This design comes from an exercise in tuning for small area, a short achievable clock period and few clock cycles on the open sky130 flow, not from production work. Function was checked by simulation only, so behaviour that the tests miss may differ from the original.

===== flow/flow/run.sh =====
#!/bin/bash
# The standard layout: floorplan with the default timing repair, then the rest
# with timing repair aiming for 20.5 ns of setup slack at the design's clock
# period (over-fixing, as SETUP_SLACK_MARGIN does) on the worst 10% of
# endpoints, and buf_2 cells as the port buffers.
set -euo pipefail
bash standard.sh "BUFFER_PORTS_ARGS=-buffer_cell sky130_fd_sc_hd__buf_2" floorplan > orfs_make_floorplan.log 2>&1
bash standard.sh SETUP_SLACK_MARGIN=20.5 TNS_END_PERCENT=10 "BUFFER_PORTS_ARGS=-buffer_cell sky130_fd_sc_hd__buf_2" finish > orfs_make.log 2>&1

===== flow/config.mk =====
export PLATFORM = sky130hd
export DESIGN_NAME = bas
export DESIGN_NICKNAME = bas
export VERILOG_FILES = /design/flow/design.v
export SDC_FILE = /design/flow/constraint.sdc
export NUM_CORES = 8
export LEC_CHECK = 0
export ABC_AREA = 1
export CAP_MARGIN = 20
export CORE_MARGIN = 2
export CORE_UTILIZATION = 50
export SLEW_MARGIN = 20

===== flow/design.v =====
module lfsr(d, n);
input  [8:0] d;
output [8:0] n;
assign n = {d[7:0], d[1] ^ d[2] ^ d[3] ^ d[7]};
endmodule
module beetle_left_antenna(nd1, nd2, q1, q2, ra, rb);
input [17:0] nd1, nd2;    
input q1, q2;
output [32:0] ra, rb;
wire hs0, hk0;
assign {hk0, hs0} = {1'b0, (~nd1[0] & ~nd1[6])} + {1'b0, (~nd1[1] & ~nd1[5])};
wire hs1, hk1;
assign {hk1, hs1} = {1'b0, (~nd1[0] & ~nd1[4])} + {1'b0, (~nd1[1] & ~nd1[3])};
wire s0, k0;
assign {k0, s0} = {1'b0, (~nd1[0] & ~nd1[5])} + {1'b0, (~nd1[1] & ~nd1[4])} + {1'b0, (~nd1[3] & nd1[2])};
wire s1, k1;
assign {k1, s1} = {1'b0, (~nd1[2] & ~nd1[4])} + {1'b0, (~nd1[3] & ~nd1[2])} + {1'b0, hs0};
wire [8:0] Alo = {1'b0, k0, hk1, hs1, (~nd1[0] & ~nd1[3]), (~nd1[0] & ~nd1[2]), (~nd1[1] & nd1[0]), 1'b0, ~nd1[0]} + {1'b0, s1, s0, (~nd1[2] & ~nd1[1]), (~nd1[2] & nd1[1]), (~nd1[1] & ~nd1[0]), 1'b0, 1'b0, 1'b0};
wire hs2, hk2;
assign {hk2, hs2} = {1'b0, (~nd2[0] & ~nd2[6])} + {1'b0, (~nd2[1] & ~nd2[5])};
wire hs3, hk3;
assign {hk3, hs3} = {1'b0, (~nd2[0] & ~nd2[4])} + {1'b0, (~nd2[1] & ~nd2[3])};
wire s2, k2;
assign {k2, s2} = {1'b0, (~nd2[0] & ~nd2[5])} + {1'b0, (~nd2[1] & ~nd2[4])} + {1'b0, (~nd2[3] & nd2[2])};
wire s3, k3;
assign {k3, s3} = {1'b0, (~nd2[2] & ~nd2[4])} + {1'b0, (~nd2[3] & ~nd2[2])} + {1'b0, hs2};
wire [8:0] Blo = {1'b0, k2, hk3, hs3, (~nd2[0] & ~nd2[3]), (~nd2[0] & ~nd2[2]), (~nd2[1] & nd2[0]), 1'b0, ~nd2[0]} + {1'b0, s3, s2, (~nd2[2] & ~nd2[1]), (~nd2[2] & nd2[1]), (~nd2[1] & ~nd2[0]), 1'b0, 1'b0, 1'b0};
wire hs4, hk4;
assign {hk4, hs4} = {1'b0, (~nd1[0] & ~nd1[7])} + {1'b0, (~nd1[1] & ~nd1[6])};
wire hs5, hk5;
assign {hk5, hs5} = {1'b0, (~nd1[0] & ~nd1[12])} + {1'b0, (~nd1[1] & ~nd1[11])};
wire s4, k4;
assign {k4, s4} = {1'b0, (~nd1[0] & ~nd1[13])} + {1'b0, (~nd1[1] & ~nd1[12])} + {1'b0, (~nd1[2] & ~nd1[11])};
wire s5, k5;
assign {k5, s5} = {1'b0, (~nd1[0] & ~nd1[14])} + {1'b0, (~nd1[1] & ~nd1[13])} + {1'b0, (~nd1[2] & ~nd1[12])};
wire s6, k6;
assign {k6, s6} = {1'b0, (~nd1[3] & ~nd1[11])} + {1'b0, (~nd1[4] & ~nd1[10])} + {1'b0, (~nd1[5] & ~nd1[9])};
wire s7, k7;
assign {k7, s7} = {1'b0, (~nd1[0] & ~nd1[15])} + {1'b0, (~nd1[1] & ~nd1[14])} + {1'b0, (~nd1[2] & ~nd1[13])};
wire s8, k8;
assign {k8, s8} = {1'b0, (~nd1[3] & ~nd1[12])} + {1'b0, (~nd1[4] & ~nd1[11])} + {1'b0, (~nd1[5] & ~nd1[10])};
wire hs6, hk6;
assign {hk6, hs6} = {1'b0, (~nd1[6] & ~nd1[9])} + {1'b0, (~nd1[8] & nd1[7])};
wire s9, k9;
assign {k9, s9} = {1'b0, (~nd1[0] & ~nd1[16])} + {1'b0, (~nd1[1] & ~nd1[15])} + {1'b0, (~nd1[2] & ~nd1[14])};
wire s10, k10;
assign {k10, s10} = {1'b0, (~nd1[3] & ~nd1[13])} + {1'b0, (~nd1[4] & ~nd1[12])} + {1'b0, (~nd1[5] & ~nd1[11])};
wire s11, k11;
assign {k11, s11} = {1'b0, (~nd1[6] & ~nd1[10])} + {1'b0, (~nd1[7] & ~nd1[9])} + {1'b0, (~nd1[8] & ~nd1[7])};
wire s12, k12;
assign {k12, s12} = {1'b0, (~nd2[0] & ~nd2[16])} + {1'b0, (~nd2[1] & ~nd2[15])} + {1'b0, (~nd2[2] & ~nd2[14])};
wire s13, k13;
assign {k13, s13} = {1'b0, (~nd1[1] & ~nd1[16])} + {1'b0, (~nd1[2] & ~nd1[15])} + {1'b0, (~nd1[3] & ~nd1[14])};
wire s14, k14;
assign {k14, s14} = {1'b0, (~nd1[4] & ~nd1[13])} + {1'b0, (~nd1[5] & ~nd1[12])} + {1'b0, (~nd1[6] & ~nd1[11])};
wire s15, k15;
assign {k15, s15} = {1'b0, (~nd1[7] & ~nd1[10])} + {1'b0, (~nd1[9] & nd1[8])} + {1'b0, (nd1[17] | nd1[0])};
wire s16, k16;
assign {k16, s16} = {1'b0, (~nd2[1] & ~nd2[16])} + {1'b0, (~nd2[2] & ~nd2[15])} + {1'b0, (~nd2[3] & ~nd2[14])};
wire hs7, hk7;
assign {hk7, hs7} = {1'b0, (~nd2[4] & ~nd2[13])} + {1'b0, (~nd2[5] & ~nd2[12])};
wire s17, k17;
assign {k17, s17} = {1'b0, 1'b1} + {1'b0, (~nd1[2] & ~nd1[16])} + {1'b0, (~nd1[3] & ~nd1[15])};
wire s18, k18;
assign {k18, s18} = {1'b0, (~nd1[4] & ~nd1[14])} + {1'b0, (~nd1[5] & ~nd1[13])} + {1'b0, (~nd1[6] & ~nd1[12])};
wire s19, k19;
assign {k19, s19} = {1'b0, (~nd1[7] & ~nd1[11])} + {1'b0, (~nd1[8] & ~nd1[10])} + {1'b0, (~nd1[9] & ~nd1[8])};
wire s20, k20;
assign {k20, s20} = {1'b0, (nd1[17] | nd1[1])} + {1'b0, (~nd2[2] & ~nd2[16])} + {1'b0, (~nd2[3] & ~nd2[15])};
wire s21, k21;
assign {k21, s21} = {1'b0, (~nd2[4] & ~nd2[14])} + {1'b0, (~nd2[5] & ~nd2[13])} + {1'b0, (~nd2[6] & ~nd2[12])};
wire hs8, hk8;
assign {hk8, hs8} = {1'b0, (~nd2[7] & ~nd2[11])} + {1'b0, (~nd2[8] & ~nd2[10])};
wire s22, k22;
assign {k22, s22} = {1'b0, (~nd1[3] & ~nd1[16])} + {1'b0, (~nd1[4] & ~nd1[15])} + {1'b0, (~nd1[5] & ~nd1[14])};
wire s23, k23;
assign {k23, s23} = {1'b0, (~nd1[6] & ~nd1[13])} + {1'b0, (~nd1[7] & ~nd1[12])} + {1'b0, (~nd1[8] & ~nd1[11])};
wire s24, k24;
assign {k24, s24} = {1'b0, (~nd1[10] & nd1[9])} + {1'b0, (nd1[17] | nd1[2])} + {1'b0, (~nd2[3] & ~nd2[16])};
wire s25, k25;
assign {k25, s25} = {1'b0, (~nd2[4] & ~nd2[15])} + {1'b0, (~nd2[5] & ~nd2[14])} + {1'b0, (~nd2[6] & ~nd2[13])};
wire hs9, hk9;
assign {hk9, hs9} = {1'b0, (~nd2[7] & ~nd2[12])} + {1'b0, (~nd2[8] & ~nd2[11])};
wire s26, k26;
assign {k26, s26} = {1'b0, (~nd1[4] & ~nd1[16])} + {1'b0, (~nd1[5] & ~nd1[15])} + {1'b0, (~nd1[6] & ~nd1[14])};
wire s27, k27;
assign {k27, s27} = {1'b0, (~nd1[7] & ~nd1[13])} + {1'b0, (~nd1[8] & ~nd1[12])} + {1'b0, (~nd1[9] & ~nd1[11])};
wire s28, k28;
assign {k28, s28} = {1'b0, (~nd1[10] & ~nd1[9])} + {1'b0, (nd1[17] | nd1[3])} + {1'b0, (~nd2[4] & ~nd2[16])};
wire s29, k29;
assign {k29, s29} = {1'b0, (~nd2[5] & ~nd2[15])} + {1'b0, (~nd2[6] & ~nd2[14])} + {1'b0, (~nd2[7] & ~nd2[13])};
wire s30, k30;
assign {k30, s30} = {1'b0, (~nd1[5] & ~nd1[16])} + {1'b0, (~nd1[6] & ~nd1[15])} + {1'b0, (~nd1[7] & ~nd1[14])};
wire s31, k31;
assign {k31, s31} = {1'b0, (~nd1[8] & ~nd1[13])} + {1'b0, (~nd1[9] & ~nd1[12])} + {1'b0, (~nd1[11] & nd1[10])};
wire hs10, hk10;
assign {hk10, hs10} = {1'b0, (nd1[17] | nd1[4])} + {1'b0, (~nd2[5] & ~nd2[16])};
wire s32, k32;
assign {k32, s32} = {1'b0, (~nd1[6] & ~nd1[16])} + {1'b0, (~nd1[7] & ~nd1[15])} + {1'b0, (~nd1[8] & ~nd1[14])};
wire s33, k33;
assign {k33, s33} = {1'b0, (~nd1[9] & ~nd1[13])} + {1'b0, (~nd1[10] & ~nd1[12])} + {1'b0, (~nd1[11] & ~nd1[10])};
wire hs11, hk11;
assign {hk11, hs11} = {1'b0, (~nd1[7] & ~nd1[16])} + {1'b0, (~nd1[8] & ~nd1[15])};
wire s34, k34;
assign {k34, s34} = {1'b0, (~nd1[2] & ~nd1[5])} + {1'b0, (~nd1[4] & nd1[3])} + {1'b0, (~nd2[0] & ~nd2[7])};
wire s35, k35;
assign {k35, s35} = {1'b0, (~nd2[1] & ~nd2[6])} + {1'b0, (~nd2[2] & ~nd2[5])} + {1'b0, (~nd2[4] & nd2[3])};
wire s36, k36;
assign {k36, s36} = {1'b0, (~nd1[0] & ~nd1[8])} + {1'b0, (~nd1[1] & ~nd1[7])} + {1'b0, (~nd1[2] & ~nd1[6])};
wire s37, k37;
assign {k37, s37} = {1'b0, (~nd1[3] & ~nd1[5])} + {1'b0, (~nd1[4] & ~nd1[3])} + {1'b0, (~nd2[0] & ~nd2[8])};
wire s38, k38;
assign {k38, s38} = {1'b0, (~nd1[0] & ~nd1[9])} + {1'b0, (~nd1[1] & ~nd1[8])} + {1'b0, (~nd1[2] & ~nd1[7])};
wire hs12, hk12;
assign {hk12, hs12} = {1'b0, (~nd1[3] & ~nd1[6])} + {1'b0, (~nd1[5] & nd1[4])};
wire s39, k39;
assign {k39, s39} = {1'b0, (~nd1[0] & ~nd1[10])} + {1'b0, (~nd1[1] & ~nd1[9])} + {1'b0, (~nd1[2] & ~nd1[8])};
wire s40, k40;
assign {k40, s40} = {1'b0, (~nd1[3] & ~nd1[7])} + {1'b0, (~nd1[4] & ~nd1[6])} + {1'b0, (~nd1[5] & ~nd1[4])};
wire hs13, hk13;
assign {hk13, hs13} = {1'b0, (~nd2[0] & ~nd2[10])} + {1'b0, (~nd2[1] & ~nd2[9])};
wire s41, k41;
assign {k41, s41} = {1'b0, (~nd1[0] & ~nd1[11])} + {1'b0, (~nd1[1] & ~nd1[10])} + {1'b0, (~nd1[2] & ~nd1[9])};
wire s42, k42;
assign {k42, s42} = {1'b0, (~nd1[3] & ~nd1[8])} + {1'b0, (~nd1[4] & ~nd1[7])} + {1'b0, (~nd1[6] & nd1[5])};
wire s43, k43;
assign {k43, s43} = {1'b0, (~nd2[0] & ~nd2[11])} + {1'b0, (~nd2[1] & ~nd2[10])} + {1'b0, (~nd2[2] & ~nd2[9])};
wire s44, k44;
assign {k44, s44} = {1'b0, (~nd1[2] & ~nd1[10])} + {1'b0, (~nd1[3] & ~nd1[9])} + {1'b0, (~nd1[4] & ~nd1[8])};
wire s45, k45;
assign {k45, s45} = {1'b0, (~nd1[5] & ~nd1[7])} + {1'b0, (~nd1[6] & ~nd1[5])} + {1'b0, (~nd2[0] & ~nd2[12])};
wire s46, k46;
assign {k46, s46} = {1'b0, (~nd2[1] & ~nd2[11])} + {1'b0, (~nd2[2] & ~nd2[10])} + {1'b0, (~nd2[3] & ~nd2[9])};
wire hs14, hk14;
assign {hk14, hs14} = {1'b0, (~nd2[4] & ~nd2[8])} + {1'b0, (~nd2[5] & ~nd2[7])};
wire s47, k47;
assign {k47, s47} = {1'b0, (~nd1[3] & ~nd1[10])} + {1'b0, (~nd1[4] & ~nd1[9])} + {1'b0, (~nd1[5] & ~nd1[8])};
wire s48, k48;
assign {k48, s48} = {1'b0, (~nd1[7] & nd1[6])} + {1'b0, (~nd2[0] & ~nd2[13])} + {1'b0, (~nd2[1] & ~nd2[12])};
wire s49, k49;
assign {k49, s49} = {1'b0, (~nd2[2] & ~nd2[11])} + {1'b0, (~nd2[3] & ~nd2[10])} + {1'b0, (~nd2[4] & ~nd2[9])};
wire s50, k50;
assign {k50, s50} = {1'b0, (~nd2[5] & ~nd2[8])} + {1'b0, (~nd2[7] & nd2[6])} + {1'b0, hk5};
wire s51, k51;
assign {k51, s51} = {1'b0, (~nd1[6] & ~nd1[8])} + {1'b0, (~nd1[7] & ~nd1[6])} + {1'b0, (~nd2[0] & ~nd2[14])};
wire s52, k52;
assign {k52, s52} = {1'b0, (~nd2[1] & ~nd2[13])} + {1'b0, (~nd2[2] & ~nd2[12])} + {1'b0, (~nd2[3] & ~nd2[11])};
wire s53, k53;
assign {k53, s53} = {1'b0, (~nd2[4] & ~nd2[10])} + {1'b0, (~nd2[5] & ~nd2[9])} + {1'b0, (~nd2[6] & ~nd2[8])};
wire s54, k54;
assign {k54, s54} = {1'b0, (~nd2[7] & ~nd2[6])} + {1'b0, k4} + {1'b0, s5};
wire s55, k55;
assign {k55, s55} = {1'b0, (~nd2[0] & ~nd2[15])} + {1'b0, (~nd2[1] & ~nd2[14])} + {1'b0, (~nd2[2] & ~nd2[13])};
wire s56, k56;
assign {k56, s56} = {1'b0, (~nd2[3] & ~nd2[12])} + {1'b0, (~nd2[4] & ~nd2[11])} + {1'b0, (~nd2[5] & ~nd2[10])};
wire s57, k57;
assign {k57, s57} = {1'b0, (~nd2[6] & ~nd2[9])} + {1'b0, (~nd2[8] & nd2[7])} + {1'b0, k5};
wire s58, k58;
assign {k58, s58} = {1'b0, k6} + {1'b0, s7} + {1'b0, s8};
wire s59, k59;
assign {k59, s59} = {1'b0, (~nd2[3] & ~nd2[13])} + {1'b0, (~nd2[4] & ~nd2[12])} + {1'b0, (~nd2[5] & ~nd2[11])};
wire s60, k60;
assign {k60, s60} = {1'b0, (~nd2[6] & ~nd2[10])} + {1'b0, (~nd2[7] & ~nd2[9])} + {1'b0, (~nd2[8] & ~nd2[7])};
wire s61, k61;
assign {k61, s61} = {1'b0, k7} + {1'b0, k8} + {1'b0, hk6};
wire s62, k62;
assign {k62, s62} = {1'b0, s9} + {1'b0, s10} + {1'b0, s11};
wire s63, k63;
assign {k63, s63} = {1'b0, (~nd2[6] & ~nd2[11])} + {1'b0, (~nd2[7] & ~nd2[10])} + {1'b0, (~nd2[9] & nd2[8])};
wire s64, k64;
assign {k64, s64} = {1'b0, (nd2[17] | nd2[0])} + {1'b0, k9} + {1'b0, k10};
wire s65, k65;
assign {k65, s65} = {1'b0, k11} + {1'b0, k12} + {1'b0, s13};
wire s66, k66;
assign {k66, s66} = {1'b0, s14} + {1'b0, s15} + {1'b0, s16};
wire s67, k67;
assign {k67, s67} = {1'b0, (~nd2[9] & ~nd2[8])} + {1'b0, (nd2[17] | nd2[1])} + {1'b0, k13};
wire s68, k68;
assign {k68, s68} = {1'b0, k14} + {1'b0, k15} + {1'b0, k16};
wire s69, k69;
assign {k69, s69} = {1'b0, hk7} + {1'b0, s17} + {1'b0, s18};
wire s70, k70;
assign {k70, s70} = {1'b0, s19} + {1'b0, s20} + {1'b0, s21};
wire s71, k71;
assign {k71, s71} = {1'b0, (~nd2[10] & nd2[9])} + {1'b0, (nd2[17] | nd2[2])} + {1'b0, k17};
wire s72, k72;
assign {k72, s72} = {1'b0, k18} + {1'b0, k19} + {1'b0, k20};
wire s73, k73;
assign {k73, s73} = {1'b0, k21} + {1'b0, hk8} + {1'b0, s22};
wire s74, k74;
assign {k74, s74} = {1'b0, s23} + {1'b0, s24} + {1'b0, s25};
wire s75, k75;
assign {k75, s75} = {1'b0, (~nd2[8] & ~nd2[12])} + {1'b0, (~nd2[9] & ~nd2[11])} + {1'b0, (~nd2[10] & ~nd2[9])};
wire s76, k76;
assign {k76, s76} = {1'b0, (nd2[17] | nd2[3])} + {1'b0, k22} + {1'b0, k23};
wire s77, k77;
assign {k77, s77} = {1'b0, k24} + {1'b0, k25} + {1'b0, hk9};
wire s78, k78;
assign {k78, s78} = {1'b0, s26} + {1'b0, s27} + {1'b0, s28};
wire s79, k79;
assign {k79, s79} = {1'b0, (~nd2[6] & ~nd2[15])} + {1'b0, (~nd2[7] & ~nd2[14])} + {1'b0, (~nd2[8] & ~nd2[13])};
wire s80, k80;
assign {k80, s80} = {1'b0, (~nd2[9] & ~nd2[12])} + {1'b0, (~nd2[11] & nd2[10])} + {1'b0, (nd2[17] | nd2[4])};
wire s81, k81;
assign {k81, s81} = {1'b0, k26} + {1'b0, k27} + {1'b0, k28};
wire s82, k82;
assign {k82, s82} = {1'b0, k29} + {1'b0, s30} + {1'b0, s31};
wire s83, k83;
assign {k83, s83} = {1'b0, (nd1[17] | nd1[5])} + {1'b0, (~nd2[6] & ~nd2[16])} + {1'b0, (~nd2[7] & ~nd2[15])};
wire s84, k84;
assign {k84, s84} = {1'b0, (~nd2[8] & ~nd2[14])} + {1'b0, (~nd2[9] & ~nd2[13])} + {1'b0, (~nd2[10] & ~nd2[12])};
wire s85, k85;
assign {k85, s85} = {1'b0, (~nd2[11] & ~nd2[10])} + {1'b0, (nd2[17] | nd2[5])} + {1'b0, k30};
wire s86, k86;
assign {k86, s86} = {1'b0, k31} + {1'b0, hk10} + {1'b0, s32};
wire s87, k87;
assign {k87, s87} = {1'b0, (~nd1[9] & ~nd1[14])} + {1'b0, (~nd1[10] & ~nd1[13])} + {1'b0, (~nd1[12] & nd1[11])};
wire s88, k88;
assign {k88, s88} = {1'b0, (nd1[17] | nd1[6])} + {1'b0, (~nd2[7] & ~nd2[16])} + {1'b0, (~nd2[8] & ~nd2[15])};
wire s89, k89;
assign {k89, s89} = {1'b0, (~nd2[9] & ~nd2[14])} + {1'b0, (~nd2[10] & ~nd2[13])} + {1'b0, (~nd2[12] & nd2[11])};
wire s90, k90;
assign {k90, s90} = {1'b0, (nd2[17] | nd2[6])} + {1'b0, k32} + {1'b0, k33};
wire s91, k91;
assign {k91, s91} = {1'b0, (~nd1[8] & ~nd1[16])} + {1'b0, (~nd1[9] & ~nd1[15])} + {1'b0, (~nd1[10] & ~nd1[14])};
wire s92, k92;
assign {k92, s92} = {1'b0, (~nd1[11] & ~nd1[13])} + {1'b0, (~nd1[12] & ~nd1[11])} + {1'b0, (nd1[17] | nd1[7])};
wire s93, k93;
assign {k93, s93} = {1'b0, (~nd2[8] & ~nd2[16])} + {1'b0, (~nd2[9] & ~nd2[15])} + {1'b0, (~nd2[10] & ~nd2[14])};
wire s94, k94;
assign {k94, s94} = {1'b0, (~nd2[11] & ~nd2[13])} + {1'b0, (~nd2[12] & ~nd2[11])} + {1'b0, (nd2[17] | nd2[7])};
wire s95, k95;
assign {k95, s95} = {1'b0, (~nd1[9] & ~nd1[16])} + {1'b0, (~nd1[10] & ~nd1[15])} + {1'b0, (~nd1[11] & ~nd1[14])};
wire s96, k96;
assign {k96, s96} = {1'b0, (~nd1[13] & nd1[12])} + {1'b0, (nd1[17] | nd1[8])} + {1'b0, (~nd2[9] & ~nd2[16])};
wire hs15, hk15;
assign {hk15, hs15} = {1'b0, (~nd2[10] & ~nd2[15])} + {1'b0, (~nd2[11] & ~nd2[14])};
wire s97, k97;
assign {k97, s97} = {1'b0, (~nd1[10] & ~nd1[16])} + {1'b0, (~nd1[11] & ~nd1[15])} + {1'b0, (~nd1[12] & ~nd1[14])};
wire s98, k98;
assign {k98, s98} = {1'b0, (~nd1[13] & ~nd1[12])} + {1'b0, (nd1[17] | nd1[9])} + {1'b0, (~nd2[10] & ~nd2[16])};
wire hs16, hk16;
assign {hk16, hs16} = {1'b0, (~nd1[11] & ~nd1[16])} + {1'b0, (~nd1[12] & ~nd1[15])};
wire s99, k99;
assign {k99, s99} = {1'b0, hk0} + {1'b0, hk2} + {1'b0, s34};
wire hs17, hk17;
assign {hk17, hs17} = {1'b0, s35} + {1'b0, hs4};
wire s100, k100;
assign {k100, s100} = {1'b0, (~nd2[1] & ~nd2[7])} + {1'b0, (~nd2[2] & ~nd2[6])} + {1'b0, (~nd2[3] & ~nd2[5])};
wire s101, k101;
assign {k101, s101} = {1'b0, (~nd2[4] & ~nd2[3])} + {1'b0, k34} + {1'b0, k35};
wire hs18, hk18;
assign {hk18, hs18} = {1'b0, hk4} + {1'b0, s36};
wire s102, k102;
assign {k102, s102} = {1'b0, (~nd2[0] & ~nd2[9])} + {1'b0, (~nd2[1] & ~nd2[8])} + {1'b0, (~nd2[2] & ~nd2[7])};
wire s103, k103;
assign {k103, s103} = {1'b0, (~nd2[3] & ~nd2[6])} + {1'b0, (~nd2[5] & nd2[4])} + {1'b0, k36};
wire s104, k104;
assign {k104, s104} = {1'b0, k37} + {1'b0, s38} + {1'b0, hs12};
wire s105, k105;
assign {k105, s105} = {1'b0, (~nd2[2] & ~nd2[8])} + {1'b0, (~nd2[3] & ~nd2[7])} + {1'b0, (~nd2[4] & ~nd2[6])};
wire s106, k106;
assign {k106, s106} = {1'b0, (~nd2[5] & ~nd2[4])} + {1'b0, k38} + {1'b0, hk12};
wire s107, k107;
assign {k107, s107} = {1'b0, s39} + {1'b0, s40} + {1'b0, hs13};
wire s108, k108;
assign {k108, s108} = {1'b0, (~nd2[3] & ~nd2[8])} + {1'b0, (~nd2[4] & ~nd2[7])} + {1'b0, (~nd2[6] & nd2[5])};
wire s109, k109;
assign {k109, s109} = {1'b0, k39} + {1'b0, k40} + {1'b0, hk13};
wire s110, k110;
assign {k110, s110} = {1'b0, s41} + {1'b0, s42} + {1'b0, s43};
wire s111, k111;
assign {k111, s111} = {1'b0, (~nd2[6] & ~nd2[5])} + {1'b0, k41} + {1'b0, k42};
wire s112, k112;
assign {k112, s112} = {1'b0, k43} + {1'b0, s44} + {1'b0, s45};
wire s113, k113;
assign {k113, s113} = {1'b0, s46} + {1'b0, hs14} + {1'b0, hs5};
wire s114, k114;
assign {k114, s114} = {1'b0, k44} + {1'b0, k45} + {1'b0, k46};
wire s115, k115;
assign {k115, s115} = {1'b0, hk14} + {1'b0, s47} + {1'b0, s48};
wire s116, k116;
assign {k116, s116} = {1'b0, s49} + {1'b0, s4} + {1'b0, s50};
wire s117, k117;
assign {k117, s117} = {1'b0, k47} + {1'b0, k48} + {1'b0, k49};
wire s118, k118;
assign {k118, s118} = {1'b0, s51} + {1'b0, s52} + {1'b0, s53};
wire s119, k119;
assign {k119, s119} = {1'b0, s6} + {1'b0, k50} + {1'b0, s54};
wire s120, k120;
assign {k120, s120} = {1'b0, k51} + {1'b0, k52} + {1'b0, k53};
wire s121, k121;
assign {k121, s121} = {1'b0, s55} + {1'b0, s56} + {1'b0, hs6};
wire s122, k122;
assign {k122, s122} = {1'b0, k54} + {1'b0, s57} + {1'b0, s58};
wire s123, k123;
assign {k123, s123} = {1'b0, k55} + {1'b0, k56} + {1'b0, s59};
wire s124, k124;
assign {k124, s124} = {1'b0, s60} + {1'b0, s12} + {1'b0, k57};
wire s125, k125;
assign {k125, s125} = {1'b0, k58} + {1'b0, s61} + {1'b0, s62};
wire s126, k126;
assign {k126, s126} = {1'b0, k59} + {1'b0, k60} + {1'b0, s63};
wire s127, k127;
assign {k127, s127} = {1'b0, hs7} + {1'b0, k61} + {1'b0, k62};
wire s128, k128;
assign {k128, s128} = {1'b0, s64} + {1'b0, s65} + {1'b0, s66};
wire s129, k129;
assign {k129, s129} = {1'b0, k63} + {1'b0, hs8} + {1'b0, k64};
wire s130, k130;
assign {k130, s130} = {1'b0, k65} + {1'b0, k66} + {1'b0, s67};
wire s131, k131;
assign {k131, s131} = {1'b0, s68} + {1'b0, s69} + {1'b0, s70};
wire s132, k132;
assign {k132, s132} = {1'b0, hs9} + {1'b0, k67} + {1'b0, k68};
wire s133, k133;
assign {k133, s133} = {1'b0, k69} + {1'b0, k70} + {1'b0, s71};
wire s134, k134;
assign {k134, s134} = {1'b0, s72} + {1'b0, s73} + {1'b0, s74};
wire s135, k135;
assign {k135, s135} = {1'b0, s75} + {1'b0, s29} + {1'b0, k71};
wire s136, k136;
assign {k136, s136} = {1'b0, k72} + {1'b0, k73} + {1'b0, k74};
wire s137, k137;
assign {k137, s137} = {1'b0, s76} + {1'b0, s77} + {1'b0, s78};
wire s138, k138;
assign {k138, s138} = {1'b0, k75} + {1'b0, s79} + {1'b0, s80};
wire s139, k139;
assign {k139, s139} = {1'b0, hs10} + {1'b0, k76} + {1'b0, k77};
wire s140, k140;
assign {k140, s140} = {1'b0, k78} + {1'b0, s81} + {1'b0, s82};
wire s141, k141;
assign {k141, s141} = {1'b0, k79} + {1'b0, k80} + {1'b0, s83};
wire s142, k142;
assign {k142, s142} = {1'b0, s84} + {1'b0, s33} + {1'b0, k81};
wire s143, k143;
assign {k143, s143} = {1'b0, k82} + {1'b0, s85} + {1'b0, s86};
wire s144, k144;
assign {k144, s144} = {1'b0, k83} + {1'b0, k84} + {1'b0, s87};
wire s145, k145;
assign {k145, s145} = {1'b0, s88} + {1'b0, s89} + {1'b0, hs11};
wire s146, k146;
assign {k146, s146} = {1'b0, k85} + {1'b0, k86} + {1'b0, s90};
wire s147, k147;
assign {k147, s147} = {1'b0, k87} + {1'b0, k88} + {1'b0, k89};
wire s148, k148;
assign {k148, s148} = {1'b0, hk11} + {1'b0, s91} + {1'b0, s92};
wire s149, k149;
assign {k149, s149} = {1'b0, s93} + {1'b0, s94} + {1'b0, k90};
wire s150, k150;
assign {k150, s150} = {1'b0, (~nd2[13] & nd2[12])} + {1'b0, (nd2[17] | nd2[8])} + {1'b0, k91};
wire s151, k151;
assign {k151, s151} = {1'b0, k92} + {1'b0, k93} + {1'b0, k94};
wire s152, k152;
assign {k152, s152} = {1'b0, s95} + {1'b0, s96} + {1'b0, hs15};
wire s153, k153;
assign {k153, s153} = {1'b0, (~nd2[11] & ~nd2[15])} + {1'b0, (~nd2[12] & ~nd2[14])} + {1'b0, (~nd2[13] & ~nd2[12])};
wire s154, k154;
assign {k154, s154} = {1'b0, (nd2[17] | nd2[9])} + {1'b0, k95} + {1'b0, k96};
wire s155, k155;
assign {k155, s155} = {1'b0, hk15} + {1'b0, s97} + {1'b0, s98};
wire s156, k156;
assign {k156, s156} = {1'b0, (~nd1[14] & nd1[13])} + {1'b0, (nd1[17] | nd1[10])} + {1'b0, (~nd2[11] & ~nd2[16])};
wire s157, k157;
assign {k157, s157} = {1'b0, (~nd2[12] & ~nd2[15])} + {1'b0, (~nd2[14] & nd2[13])} + {1'b0, (nd2[17] | nd2[10])};
wire s158, k158;
assign {k158, s158} = {1'b0, k97} + {1'b0, k98} + {1'b0, hs16};
wire s159, k159;
assign {k159, s159} = {1'b0, (~nd1[12] & ~nd1[16])} + {1'b0, (~nd1[13] & ~nd1[15])} + {1'b0, (~nd1[14] & ~nd1[13])};
wire s160, k160;
assign {k160, s160} = {1'b0, (nd1[17] | nd1[11])} + {1'b0, (~nd2[12] & ~nd2[16])} + {1'b0, (~nd2[13] & ~nd2[15])};
wire s161, k161;
assign {k161, s161} = {1'b0, (~nd2[14] & ~nd2[13])} + {1'b0, (nd2[17] | nd2[11])} + {1'b0, hk16};
wire s162, k162;
assign {k162, s162} = {1'b0, (~nd1[13] & ~nd1[16])} + {1'b0, (~nd1[15] & nd1[14])} + {1'b0, (nd1[17] | nd1[12])};
wire hs19, hk19;
assign {hk19, hs19} = {1'b0, (~nd2[13] & ~nd2[16])} + {1'b0, (~nd2[15] & nd2[14])};
wire s163, k163;
assign {k163, s163} = {1'b0, (~nd1[14] & ~nd1[16])} + {1'b0, (~nd1[15] & ~nd1[14])} + {1'b0, (nd1[17] | nd1[13])};
wire s164, k164;
assign {k164, s164} = {1'b0, k1} + {1'b0, k3} + {1'b0, s99};
wire s165, k165;
assign {k165, s165} = {1'b0, s100} + {1'b0, s37} + {1'b0, k99};
wire hs20, hk20;
assign {hk20, hs20} = {1'b0, hk17} + {1'b0, s101};
wire s166, k166;
assign {k166, s166} = {1'b0, k100} + {1'b0, s102} + {1'b0, k101};
wire s167, k167;
assign {k167, s167} = {1'b0, hk18} + {1'b0, s103} + {1'b0, s104};
wire s168, k168;
assign {k168, s168} = {1'b0, k102} + {1'b0, s105} + {1'b0, k103};
wire s169, k169;
assign {k169, s169} = {1'b0, k104} + {1'b0, s106} + {1'b0, s107};
wire s170, k170;
assign {k170, s170} = {1'b0, k105} + {1'b0, s108} + {1'b0, k106};
wire s171, k171;
assign {k171, s171} = {1'b0, k107} + {1'b0, s109} + {1'b0, s110};
wire s172, k172;
assign {k172, s172} = {1'b0, k108} + {1'b0, k109} + {1'b0, k110};
wire s173, k173;
assign {k173, s173} = {1'b0, s111} + {1'b0, s112} + {1'b0, s113};
wire s174, k174;
assign {k174, s174} = {1'b0, k111} + {1'b0, k112} + {1'b0, k113};
wire s175, k175;
assign {k175, s175} = {1'b0, s114} + {1'b0, s115} + {1'b0, s116};
wire s176, k176;
assign {k176, s176} = {1'b0, k114} + {1'b0, k115} + {1'b0, s117};
wire s177, k177;
assign {k177, s177} = {1'b0, s118} + {1'b0, k116} + {1'b0, s119};
wire s178, k178;
assign {k178, s178} = {1'b0, k117} + {1'b0, k118} + {1'b0, s120};
wire s179, k179;
assign {k179, s179} = {1'b0, s121} + {1'b0, k119} + {1'b0, s122};
wire s180, k180;
assign {k180, s180} = {1'b0, k120} + {1'b0, k121} + {1'b0, s123};
wire s181, k181;
assign {k181, s181} = {1'b0, s124} + {1'b0, k122} + {1'b0, s125};
wire s182, k182;
assign {k182, s182} = {1'b0, k123} + {1'b0, s126} + {1'b0, k124};
wire s183, k183;
assign {k183, s183} = {1'b0, s127} + {1'b0, k125} + {1'b0, s128};
wire s184, k184;
assign {k184, s184} = {1'b0, k126} + {1'b0, k127} + {1'b0, s129};
wire s185, k185;
assign {k185, s185} = {1'b0, s130} + {1'b0, k128} + {1'b0, s131};
wire s186, k186;
assign {k186, s186} = {1'b0, k129} + {1'b0, k130} + {1'b0, s132};
wire s187, k187;
assign {k187, s187} = {1'b0, s133} + {1'b0, k131} + {1'b0, s134};
wire s188, k188;
assign {k188, s188} = {1'b0, k132} + {1'b0, k133} + {1'b0, s135};
wire s189, k189;
assign {k189, s189} = {1'b0, s136} + {1'b0, k134} + {1'b0, s137};
wire s190, k190;
assign {k190, s190} = {1'b0, s138} + {1'b0, k135} + {1'b0, k136};
wire s191, k191;
assign {k191, s191} = {1'b0, s139} + {1'b0, k137} + {1'b0, s140};
wire s192, k192;
assign {k192, s192} = {1'b0, k138} + {1'b0, s141} + {1'b0, k139};
wire s193, k193;
assign {k193, s193} = {1'b0, s142} + {1'b0, k140} + {1'b0, s143};
wire s194, k194;
assign {k194, s194} = {1'b0, k141} + {1'b0, s144} + {1'b0, s145};
wire s195, k195;
assign {k195, s195} = {1'b0, k142} + {1'b0, s146} + {1'b0, k143};
wire s196, k196;
assign {k196, s196} = {1'b0, k144} + {1'b0, k145} + {1'b0, s147};
wire s197, k197;
assign {k197, s197} = {1'b0, s148} + {1'b0, k146} + {1'b0, s149};
wire s198, k198;
assign {k198, s198} = {1'b0, k147} + {1'b0, k148} + {1'b0, s150};
wire s199, k199;
assign {k199, s199} = {1'b0, s151} + {1'b0, s152} + {1'b0, k149};
wire s200, k200;
assign {k200, s200} = {1'b0, s153} + {1'b0, k150} + {1'b0, k151};
wire s201, k201;
assign {k201, s201} = {1'b0, k152} + {1'b0, s154} + {1'b0, s155};
wire s202, k202;
assign {k202, s202} = {1'b0, k153} + {1'b0, s156} + {1'b0, s157};
wire s203, k203;
assign {k203, s203} = {1'b0, k154} + {1'b0, k155} + {1'b0, s158};
wire s204, k204;
assign {k204, s204} = {1'b0, k156} + {1'b0, k157} + {1'b0, s159};
wire s205, k205;
assign {k205, s205} = {1'b0, s160} + {1'b0, k158} + {1'b0, s161};
wire s206, k206;
assign {k206, s206} = {1'b0, (nd2[17] | nd2[12])} + {1'b0, k159} + {1'b0, k160};
wire s207, k207;
assign {k207, s207} = {1'b0, s162} + {1'b0, hs19} + {1'b0, k161};
wire s208, k208;
assign {k208, s208} = {1'b0, (~nd2[14] & ~nd2[16])} + {1'b0, (~nd2[15] & ~nd2[14])} + {1'b0, (nd2[17] | nd2[13])};
wire s209, k209;
assign {k209, s209} = {1'b0, k162} + {1'b0, hk19} + {1'b0, s163};
wire s210, k210;
assign {k210, s210} = {1'b0, (~nd1[16] & nd1[15])} + {1'b0, (nd1[17] | nd1[14])} + {1'b0, (~nd2[16] & nd2[15])};
wire hs21, hk21;
assign {hk21, hs21} = {1'b0, (nd2[17] | nd2[14])} + {1'b0, k163};
wire s211, k211;
assign {k211, s211} = {1'b0, (~nd1[16] & ~nd1[15])} + {1'b0, (nd1[17] | nd1[15])} + {1'b0, (~nd2[16] & ~nd2[15])};
wire s212, k212;
assign {k212, s212} = {1'b0, (nd2[17] | nd2[15])} + {1'b0, (q1 & ~nd1[0])} + {1'b0, (q2 & ~nd2[0])};
wire s213, k213;
assign {k213, s213} = {1'b0, ~nd1[17]} + {1'b0, ~nd2[17]} + {1'b0, (nd1[17] | nd1[16])};
wire s214, k214;
assign {k214, s214} = {1'b0, (nd2[17] | nd2[16])} + {1'b0, (q1 & ~nd1[1])} + {1'b0, (q2 & ~nd2[1])};
wire hs22, hk22;
assign {hk22, hs22} = {1'b0, hs17} + {1'b0, s164};
wire s215, k215;
assign {k215, s215} = {1'b0, hs18} + {1'b0, s165} + {1'b0, hs20};
wire s216, k216;
assign {k216, s216} = {1'b0, k165} + {1'b0, hk20} + {1'b0, s166};
wire s217, k217;
assign {k217, s217} = {1'b0, k166} + {1'b0, s168} + {1'b0, k167};
wire s218, k218;
assign {k218, s218} = {1'b0, k168} + {1'b0, s170} + {1'b0, k169};
wire s219, k219;
assign {k219, s219} = {1'b0, k170} + {1'b0, s172} + {1'b0, k171};
wire s220, k220;
assign {k220, s220} = {1'b0, k172} + {1'b0, s174} + {1'b0, k173};
wire s221, k221;
assign {k221, s221} = {1'b0, k174} + {1'b0, s176} + {1'b0, k175};
wire s222, k222;
assign {k222, s222} = {1'b0, k176} + {1'b0, s178} + {1'b0, k177};
wire s223, k223;
assign {k223, s223} = {1'b0, k178} + {1'b0, s180} + {1'b0, k179};
wire s224, k224;
assign {k224, s224} = {1'b0, k180} + {1'b0, s182} + {1'b0, k181};
wire s225, k225;
assign {k225, s225} = {1'b0, k182} + {1'b0, s184} + {1'b0, k183};
wire s226, k226;
assign {k226, s226} = {1'b0, k184} + {1'b0, s186} + {1'b0, k185};
wire s227, k227;
assign {k227, s227} = {1'b0, k186} + {1'b0, s188} + {1'b0, k187};
wire s228, k228;
assign {k228, s228} = {1'b0, k188} + {1'b0, s190} + {1'b0, k189};
wire s229, k229;
assign {k229, s229} = {1'b0, k190} + {1'b0, s192} + {1'b0, k191};
wire s230, k230;
assign {k230, s230} = {1'b0, s194} + {1'b0, k192} + {1'b0, k193};
wire s231, k231;
assign {k231, s231} = {1'b0, s196} + {1'b0, k194} + {1'b0, k195};
wire s232, k232;
assign {k232, s232} = {1'b0, k196} + {1'b0, s198} + {1'b0, s199};
wire s233, k233;
assign {k233, s233} = {1'b0, k198} + {1'b0, s200} + {1'b0, s201};
wire s234, k234;
assign {k234, s234} = {1'b0, s202} + {1'b0, k200} + {1'b0, k201};
wire s235, k235;
assign {k235, s235} = {1'b0, k202} + {1'b0, s204} + {1'b0, s205};
wire s236, k236;
assign {k236, s236} = {1'b0, k204} + {1'b0, s206} + {1'b0, k205};
wire s237, k237;
assign {k237, s237} = {1'b0, s208} + {1'b0, k206} + {1'b0, s209};
wire s238, k238;
assign {k238, s238} = {1'b0, k208} + {1'b0, s210} + {1'b0, k209};
wire s239, k239;
assign {k239, s239} = {1'b0, k210} + {1'b0, s211} + {1'b0, s212};
wire s240, k240;
assign {k240, s240} = {1'b0, k211} + {1'b0, s213} + {1'b0, k212};
wire s241, k241;
assign {k241, s241} = {1'b0, (q1 & ~nd1[2])} + {1'b0, (q2 & ~nd2[2])} + {1'b0, k213};
wire hs23, hk23;
assign {hk23, hs23} = {1'b0, 1'b1} + {1'b0, (q1 & ~nd1[3])};
wire hs24, hk24;
assign {hk24, hs24} = {1'b0, 1'b1} + {1'b0, (q1 & ~nd1[4])};
wire hs25, hk25;
assign {hk25, hs25} = {1'b0, 1'b1} + {1'b0, (q1 & ~nd1[5])};
wire hs26, hk26;
assign {hk26, hs26} = {1'b0, 1'b1} + {1'b0, (q1 & ~nd1[6])};
wire hs27, hk27;
assign {hk27, hs27} = {1'b0, Alo[8]} + {1'b0, Blo[8]};
wire s242, k242;
assign {k242, s242} = {1'b0, k164} + {1'b0, hk22} + {1'b0, s215};
wire s243, k243;
assign {k243, s243} = {1'b0, s167} + {1'b0, k215} + {1'b0, s216};
wire s244, k244;
assign {k244, s244} = {1'b0, s169} + {1'b0, k216} + {1'b0, s217};
wire s245, k245;
assign {k245, s245} = {1'b0, s171} + {1'b0, k217} + {1'b0, s218};
wire s246, k246;
assign {k246, s246} = {1'b0, s173} + {1'b0, k218} + {1'b0, s219};
wire s247, k247;
assign {k247, s247} = {1'b0, k219} + {1'b0, s175} + {1'b0, s220};
wire s248, k248;
assign {k248, s248} = {1'b0, k220} + {1'b0, s177} + {1'b0, s221};
wire s249, k249;
assign {k249, s249} = {1'b0, s179} + {1'b0, k221} + {1'b0, s222};
wire s250, k250;
assign {k250, s250} = {1'b0, s181} + {1'b0, k222} + {1'b0, s223};
wire s251, k251;
assign {k251, s251} = {1'b0, s183} + {1'b0, k223} + {1'b0, s224};
wire s252, k252;
assign {k252, s252} = {1'b0, s185} + {1'b0, k224} + {1'b0, s225};
wire s253, k253;
assign {k253, s253} = {1'b0, s187} + {1'b0, k225} + {1'b0, s226};
wire s254, k254;
assign {k254, s254} = {1'b0, s189} + {1'b0, k226} + {1'b0, s227};
wire s255, k255;
assign {k255, s255} = {1'b0, s191} + {1'b0, k227} + {1'b0, s228};
wire s256, k256;
assign {k256, s256} = {1'b0, s193} + {1'b0, k228} + {1'b0, s229};
wire s257, k257;
assign {k257, s257} = {1'b0, s195} + {1'b0, k229} + {1'b0, s230};
wire s258, k258;
assign {k258, s258} = {1'b0, s197} + {1'b0, k230} + {1'b0, s231};
wire s259, k259;
assign {k259, s259} = {1'b0, k197} + {1'b0, k231} + {1'b0, s232};
wire s260, k260;
assign {k260, s260} = {1'b0, k199} + {1'b0, s233} + {1'b0, k232};
wire s261, k261;
assign {k261, s261} = {1'b0, s203} + {1'b0, k233} + {1'b0, s234};
wire s262, k262;
assign {k262, s262} = {1'b0, k203} + {1'b0, k234} + {1'b0, s235};
wire s263, k263;
assign {k263, s263} = {1'b0, s207} + {1'b0, s236} + {1'b0, k235};
wire s264, k264;
assign {k264, s264} = {1'b0, k207} + {1'b0, s237} + {1'b0, k236};
wire s265, k265;
assign {k265, s265} = {1'b0, hs21} + {1'b0, s238} + {1'b0, k237};
wire s266, k266;
assign {k266, s266} = {1'b0, hk21} + {1'b0, s239} + {1'b0, k238};
wire s267, k267;
assign {k267, s267} = {1'b0, s214} + {1'b0, k239} + {1'b0, s240};
wire s268, k268;
assign {k268, s268} = {1'b0, k214} + {1'b0, s241} + {1'b0, k240};
wire s269, k269;
assign {k269, s269} = {1'b0, (q2 & ~nd2[3])} + {1'b0, hs23} + {1'b0, k241};
wire s270, k270;
assign {k270, s270} = {1'b0, (q2 & ~nd2[4])} + {1'b0, hk23} + {1'b0, hs24};
wire s271, k271;
assign {k271, s271} = {1'b0, (q2 & ~nd2[5])} + {1'b0, hk24} + {1'b0, hs25};
wire s272, k272;
assign {k272, s272} = {1'b0, (q2 & ~nd2[6])} + {1'b0, hk25} + {1'b0, hs26};
wire hs28, hk28;
assign {hk28, hs28} = {1'b0, 1'b1} + {1'b0, hk26};
assign ra = {k272, k271, k270, k269, k268, k267, k266, k265, k264, k263, k262, k261, k260, k259, k258, k257, k256, k255, k254, k253, k252, k251, k250, k249, k248, k247, k246, k245, k244, k243, k242, hk27, hs27};
assign rb = {hs28, s272, s271, s270, s269, s268, s267, s266, s265, s264, s263, s262, s261, s260, s259, s258, s257, s256, s255, s254, s253, s252, s251, s250, s249, s248, s247, s246, s245, s244, s243, s242, hs22};
endmodule
module beetle_compare(al, bl, ar, br, gt);
input [32:0] al, bl, ar, br;
output gt;
wire [31:0] a = {~al[31], al[30:0]};
wire [31:0] b = bl[31:0];
wire [31:0] c = ~{~ar[31], ar[30:0]};
wire [31:0] e = ~br[31:0];
wire [32:0] tl = {1'b0, a} + {1'b0, b};
wire [32:0] tr = {1'b0, ~c} + {1'b0, br[31:0]};
wire [31:0] x1 = a ^ b;
wire [31:0] x2 = c ^ e;
wire [31:0] x = x1 ^ x2;
wire [31:0] co;
wire [31:0] ci = {co[30:0], 1'b1};
genvar i;
generate for (i = 0; i < 32; i = i + 1) begin : cmp4
  assign co[i] = x1[i] ? c[i] : a[i];
end endgenerate
wire [31:0] xs = x ^ ci;
wire [31:0] xk = {x[30:0] & ci[30:0] | ~x[30:0] & e[30:0], 1'b0};
wire k31 = x[31] ? ci[31] : e[31];
wire [32:0] ts = {1'b0, xs} + {1'b0, xk};
assign gt = ~(ts[32] ^ k31 ^ co[31] ^ tl[32] ^ tr[32]);
endmodule
module beetle_right_antenna(dir, sense, s3, step);
input  [8:0]  dir;
input  [12:0] sense;
input  [14:0] s3;
output [13:0] step;
wire [15:0] s1 = {3'b000, sense};
wire [15:0] s2 = {2'b00, sense, 1'b0};
wire [15:0] t3 = {1'b0, s3};
wire [15:0] s4 = {1'b0, sense, 2'b00};
wire [3:0] g0 = {dir[2:0], 1'b0};
wire [3:0] g1 = dir[5:2];
wire [3:0] g2 = dir[8:5];
wire [15:0] r0, r1, r2;
wire n0, n1, n2;
beetle_booth_row b0(g0, s1, s2, t3, s4, r0, n0);
beetle_booth_row b1(g1, s1, s2, t3, s4, r1, n1);
beetle_booth_row b2(g2, s1, s2, t3, s4, r2, n2);
wire [21:0] p = {{6{n0}}, r0} + {{3{n1}}, r1, 3'd0} + {r2, 6'd0}
              + {15'd0, n2, 2'b00, n1, 2'b00, n0};
assign step = p[21:8];
endmodule
module beetle_booth_row(g, s1, s2, s3, s4, r, n);
input  [3:0]  g;
input  [15:0] s1, s2, s3, s4;
output [15:0] r;
output n;
wire [2:0] a = g[3] ? ~g[2:0] : g[2:0];
wire m1 = ~a[2] & (a[1] ^ a[0]);
wire m2 = ~a[2] & a[1] & a[0] | a[2] & ~a[1] & ~a[0];
wire m3 = a[2] & (a[1] ^ a[0]);
wire m4 = a[2] & a[1] & a[0];
wire [15:0] mag = {16{m1}} & s1 | {16{m2}} & s2 | {16{m3}} & s3 | {16{m4}} & s4;
assign r = g[3] ? ~mag : mag;
assign n = g[3];
endmodule
module beetle_position(mx, my, nx, ny, d1, d2, q1, q2);
parameter NB = 0;
input  [15:0] mx, my;
input  signed [13:0] nx, ny;
output [17:0] d1, d2;
output q1, q2;
wire [15:0] fx = {{2{nx[13]}}, nx};
wire [15:0] fy = {{2{ny[13]}}, ny};
wire [15:0] ax = NB ? mx - fx : mx + fx;
wire [15:0] ay = NB ? my - fy : my + fy;
assign d1 = 18'd1791 - {2'b00, ax} - {ay[15], ay, 1'b0};
assign d2 = 18'd1279 - {ax[15], ax, 1'b0} - {2'b00, ay};
assign q1 = ay[15];
assign q2 = ax[15];
endmodule
module bas(clock,reset,load, seed_x,seed_y,iterations,x,y,x_extreme,y_extreme,out_value,done );
    input clock,reset,load;
    input [8:0] seed_x,seed_y;
    input [8:0] iterations;
    input [15:0] x,y;
    output signed [15:0] x_extreme,y_extreme;
    output signed [39:0] out_value;
    output reg done;
    reg [15:0] x_curr, y_curr;           
    reg signed [13:0] step_x, step_y;    
    reg signed [13:0] step_nx, step_ny;  
    reg [17:0] dl1, dl2, dr1, dr2;       
    reg ql1, ql2, qr1, qr2;              
    reg [32:0] value_curr;               
    reg [8:0] dir_x, dir_y;              
    reg [12:0] sense;                    
    reg [9:0] remain;
    reg run;
    reg first;                           
    reg [15:0] x_best, y_best;
    reg [32:0] value_best;
    reg value_init;                      
    wire [32:0] al, bl, ar, br;
    beetle_left_antenna ol(dl1, dl2, ql1, ql2, al, bl);
    beetle_left_antenna or_(dr1, dr2, qr1, qr2, ar, br);
    wire go_right;
    beetle_compare cmp(al, bl, ar, br, go_right);
    wire [32:0] odour_l = al + bl;
    wire [32:0] odour_r = ar + br;
    wire [15:0] x_l = x_curr + {{2{step_x[13]}}, step_x};
    wire [15:0] y_l = y_curr + {{2{step_y[13]}}, step_y};
    wire [15:0] x_r = x_curr - {{2{step_x[13]}}, step_x};
    wire [15:0] y_r = y_curr - {{2{step_y[13]}}, step_y};
    wire [17:0] ell1, ell2, elr1, elr2, erl1, erl2, err1, err2;
    wire qll1, qll2, qlr1, qlr2, qrl1, qrl2, qrr1, qrr2;
    beetle_position #(0) pll(x_l, y_l, step_nx, step_ny, ell1, ell2, qll1, qll2);
    beetle_position #(1) plr(x_l, y_l, step_nx, step_ny, elr1, elr2, qlr1, qlr2);
    beetle_position #(0) prl(x_r, y_r, step_nx, step_ny, erl1, erl2, qrl1, qrl2);
    beetle_position #(1) prr(x_r, y_r, step_nx, step_ny, err1, err2, qrr1, qrr2);
    wire signed [13:0] mul_x, mul_y;
    wire [14:0] sense3 = {2'b00, sense} + {1'b0, sense, 1'b0};
    wire [8:0] dir_x_n, dir_y_n;
    lfsr lx(dir_x, dir_x_n);
    lfsr ly(dir_y, dir_y_n);
    beetle_right_antenna mulx(dir_x, sense, sense3, mul_x);
    beetle_right_antenna muly(dir_y, sense, sense3, mul_y);
    assign x_extreme = x_best;
    assign y_extreme = y_best;
    assign out_value = {4'b0, {3{value_init}}, value_best};
    always @(posedge clock) begin
        if (reset) begin
            x_curr <= x;
            y_curr <= y;
            dl1 <= 18'd0;
            dl2 <= 18'd0;
            dr1 <= 18'd0;
            dr2 <= 18'd0;
            ql1 <= 1'b0;
            ql2 <= 1'b0;
            qr1 <= 1'b0;
            qr2 <= 1'b0;
            step_x <= 14'd0;
            step_y <= 14'd0;
            step_nx <= 14'd0;
            step_ny <= 14'd0;
            dir_x <= 9'd0;
            dir_y <= 9'd0;
        end else begin
            if (go_right) begin
                x_curr <= x_r;
                y_curr <= y_r;
                dl1 <= erl1;
                dl2 <= erl2;
                dr1 <= err1;
                dr2 <= err2;
                ql1 <= qrl1;
                ql2 <= qrl2;
                qr1 <= qrr1;
                qr2 <= qrr2;
            end else begin
                x_curr <= x_l;
                y_curr <= y_l;
                dl1 <= ell1;
                dl2 <= ell2;
                dr1 <= elr1;
                dr2 <= elr2;
                ql1 <= qll1;
                ql2 <= qll2;
                qr1 <= qlr1;
                qr2 <= qlr2;
            end
            step_x <= step_nx;
            step_y <= step_ny;
            step_nx <= mul_x;
            step_ny <= mul_y;
            if (load) begin
                dir_x <= seed_x;
                dir_y <= seed_y;
            end else begin
                dir_x <= dir_x_n;
                dir_y <= dir_y_n;
            end
        end
        value_curr <= go_right ? odour_r : odour_l;
        if (reset | load)
            sense <= 13'd6400;
        else
            sense <= sense - {8'd0, sense[12:8]} - {12'd0, sense[7:0] != 8'd0};
        if (reset) begin
            run <= 1'b0;
            done <= 1'b0;
            first <= 1'b0;
            x_best <= 16'd0;
            y_best <= 16'd0;
            value_best <= {33{1'b1}};
            value_init <= 1'b1;
        end else if (load) begin
            remain <= {1'b0, iterations} + 10'd1;
            first <= 1'b1;
            run <= iterations != 9'd0;
            done <= iterations == 9'd0;
        end else if (run) begin
            remain <= remain - 10'd1;
            first <= 1'b0;
            if (remain == 10'd0) begin
                run <= 1'b0;
                done <= 1'b1;
            end
            if (!first && value_curr < value_best) begin
                x_best <= x_curr;
                y_best <= y_curr;
                value_best <= value_curr;
                value_init <= 1'b0;
            end
        end
    end
endmodule

===== flow/standard.sh =====
#!/bin/bash
# synth_recipe.tcl (not shown) runs the flow's synth.tcl, then flattens the netlist and writes it again
# the make line also repeats each setting of config.mk as NAME=value (left out here)
make -C /OpenROAD-flow-scripts/flow DESIGN_CONFIG=/design/flow/config.mk WORK_HOME=/design/flow/orfs CLKGATE_MAP_FILE= SYNTH_SCRIPT=/design/flow/synth_recipe.tcl "${@:-finish}"

===== flow/constraint.sdc =====
create_clock -name core_clock -period 27.0 [get_ports {clock}]
set_input_delay 5.4000 -clock core_clock [delete_from_list [all_inputs] [get_ports {clock}]]
set_output_delay 5.4000 -clock core_clock [all_outputs]
set_load 0.01 [all_outputs]

==> summary.txt <==
area by class of cell:
type	instances	area, um^2	area share, %
Multi-Input combinational cell	5857	45600	70.1
Timing Repair inverter	8	109	0.167
Sequential cell	307	6480	9.97
Clock inverter	20	282	0.433
Tap cell	1488	1860	2.86
Inverter	1315	5190	7.98
Timing Repair Buffer	497	4410	6.77
Clock buffer	53	1120	1.72
Antenna cell	1	2.50	0.00385
worst max-delay path, cell delays in order:
cell	delay [ps]
sky130_fd_sc_hd__buf_4	290
sky130_fd_sc_hd__nor2_1	130
sky130_fd_sc_hd__nand2_1	370
sky130_fd_sc_hd__clkinv_4	330
sky130_fd_sc_hd__buf_6	320
sky130_fd_sc_hd__a21oi_1	240
sky130_fd_sc_hd__o21ai_0	90
cells by family after synthesis:
| group | Yosys count | synth area share (%) |
|---|---|---|
| compound gates | 1395 | 14.2 |
| flops | 307 | 11.2 |
| simple gates | 2646 | 19.0 |
| buf+inv | 1615 | 11.2 |
| fa+ha+maj | 1260 | 35.9 |
| other cells | 1 | 0.00671 |
| mux | 7 | 0.148 |
| xor+xnor | 535 | 8.40 |
synth_stat cells (69+ instances only):
cell type	n	share of area, %
sky130_fd_sc_hd__nor3_1	69	0.62
sky130_fd_sc_hd__dfxtp_1	297	11
sky130_fd_sc_hd__o21ai_0	407	3.6
sky130_fd_sc_hd__fa_1	569	20
sky130_fd_sc_hd__nand3_1	271	2.4
sky130_fd_sc_hd__xnor2_1	120	1.9
sky130_fd_sc_hd__ha_1	691	15
sky130_fd_sc_hd__a21oi_1	596	5.3
sky130_fd_sc_hd__nand2_1	1249	8.4
sky130_fd_sc_hd__inv_1	1284	8.6
sky130_fd_sc_hd__clkbuf_1	219	1.5
sky130_fd_sc_hd__nor2_1	952	6.4
sky130_fd_sc_hd__xor2_1	414	6.5
through the flow:
step / hold WS, ps / std cells
after floorplan: 444 / 7769
after global placement: 454 / 9119
after detailed placement: 467 / 9119
after CTS: 482 / 9476
after global routing: 503 / 9545
final: 478 / 9546
cells in the final DEF (no fill, tap or decap), drive strengths merged, types with 22 or more instances in the layout:
| cell | count |
|---|---|
| nand2 | 1261 |
| inv | 1269 |
| xor2 | 415 |
| o22ai | 61 |
| fa | 569 |
| ha | 691 |
| o21ai | 441 |
| nor3 | 69 |
| o21bai | 59 |
| buf | 488 |
| a21o | 38 |
| a31oi | 37 |
| nand4 | 43 |
| clkinvlp | 52 |
| nor2 | 952 |
| clkbuf | 58 |
| a21boi | 23 |
| a21oi | 601 |
| nand3 | 273 |
| dfxtp | 297 |
| xnor2 | 120 |
| or2 | 22 |
state kept, by name (all words and copies together), names as in the netlist, 16 cells and up:
| signal | flops |
|---|---|
| y_best | 16 |
| dl1 | 18 |
| dl2 | 18 |
| y_curr | 16 |
| x_best | 16 |
| dr2 | 18 |
| value_curr | 33 |
| value_best | 33 |
| dr1 | 18 |
| x_curr | 16 |
worst max-delay path by stage:
| stage | slack [ps] | start | end |
|---|---|---|---|
| 5_1_grt | 19930 | dl1[6] | dl2[8] |
| 3_5_place_dp | 17120 | dl2[15] | value_curr[26] |
| 4_1_cts | 19970 | sense[7] | step_ny[12] |
| 3_3_place_gp | 17210 | dl2[15] | value_curr[26] |
| 6_report | 20110 | load | value_best[3] |
| 2_1_floorplan | 19950 | load | remain[0] |
metal layers:
| layer | part of all wire (%) | vias to the layer above | global-route usage, % |
|---|---|---|---|
| met5 | 0.0083 | - | 0 |
| met4 | 5.9 | 2 | 18.5 |
| met3 | 7.5 | 492 | 5.96 |
| met2 | 45 | 2263 | 59.7 |
| met1 | 41 | 25900 | 47.9 |
| li1 | - | 25200 | - |
repair_timing:
item,CTS,global route
pin swaps,159,100
resized for setup,617,229
hold buffers,0,0
endpoints found under the setup margin,307,307
cloned,27,9
buffers inserted,257,60
==> flow_summary.ini <==
[sta]
finalMaxSlewViolations = 0
clock-skew-final_ps = 49.2
final-setup-viol-count = 0
finalHoldViolations = 0
timing_worst_slew_pin_value_ps = 1050
setup_ws_final_ps = 20110
tns_ps = 0
timing.slew.headroom_pct = 29.9
fmax_mhz = 145
fin_crit_sh_pct = 25.5
period_needed_ps = 6890
unrepaired_setup_endpoints_after_global_routing = true

[layout]
post_route_cells_drive_above_1_share_pct = 14.5
fin_util_pct = 58.8
final_nets = 9348
synthToLayoutAreaGrowth_pct = 16.5
post-route-cell-area_um2 = 65100
nFillCells = 10700

[floorplan]
die_height_um = 338
fp.dieW_um = 338
core.rowCount = 122
die_area_um2 = 114000
core_um2 = 111000
io_pins = 135
initial_core_utilization_pct = 50.5

[worst_hold_path]
holdPathStages = 2
min-delay-start = y_best[6]
hold_path_end = y_best[6]
min_path_type = flop to flop

[place]
placement.io_buffers = 130
post_dp_cell_area_um2 = 57300
post-dp-hpwl_um = 168000
post-place-ws_ps = 17120
gp_congestion = 0.978

[run_status]
outcome = no timing/DRC/antenna violations

[grt]
grtUsageTotal_pct = 37.0
largest_net_degree_at_the_start_of_global_routing = 91
global_route.overflow_total = 0
wire_length_of_the_first_global_routing_pass_um = 324000
grt_pass1_vias = 53100
antenna_found_initial = 2

[clock_tree]
htreeDepth = 2
tritoncts.num_buffers = 40
cts_sinks = 307
worstSkewPairLatency_ps = 650
path_clk_slew_ps = 60
cts_tree = built
ctsRootBufferMaster = sky130_fd_sc_hd__clkbuf_16
max-clock-path-buffers = 3

[worst_setup_path]
r2r_endpoint = dl2[8]
worstPathMaxFanout = 71
cp.arrival_ps = 7360
startpoint_of_the_worst_register_to_register_path = dr1[10]
rrSetupSlack_ps = 20130
worst_ep_required_time_ps = 27470
cp-end-kind = flop
worst-r2r-cell-count = 35
cp-start-kind = input pin
timing.setup.critical_path_class = input pin to flop

[drt]
count_of_nets_left_with_antenna_violations_after_detail_routing = 0
vias_per_cell = 5.65
route.final.wire_length_um = 217000
route.detailed.drc = 0
drt-wirelength-per-cell_um = 22.7
drt-pass1-iter-count = 8
drt_iter0_markers = 4833
vias = 53900

[synth]
synth-warning-count = 1
sequential_to_total_area_share_from_yosys_stat_pct = 11.2
synth_flop_cell = sky130_fd_sc_hd__dfxtp_1
synth_async_sr_flop_share_pct = 0
netlist-cell-type-count = 67
synth_edf_count = 10
synth.ff_latch_count = 307
syn_area_um2 = 55800
syn_inst = 7766
avgSynthCellArea_um2 = 7.19

[run]
drv_cap = 0
Testbench counts, summed over its fixed seeds: cycles 49,368.

## static timing again, ports no longer ideal
No port has a modelled driver above. Below, the same layout with a new extraction and two added sets of constraints. Step 1 sets driving cells, clkbuf_16 on the clock port and buf_2 on the other inputs (assumed; they add their load-dependent delay and slew). Step 2 moves the port delays by t, midway between the first and last clock arrival at a register: inputs arrive t later, outputs are due t later. That takes back most of the time a late clock gives input paths. a / b / c = no drivers / after step 1 / after step 2; a / b = the first two.
shift t [ns]: 0.701
setup WS [ns]: 20.110 / 20.126 / 19.461
cell pins on the clock port's net: 1
After both steps setup and hold are still met in this run. The setup slack of this run moves by +0.016 ns with the drivers and by -0.649 ns with both steps.
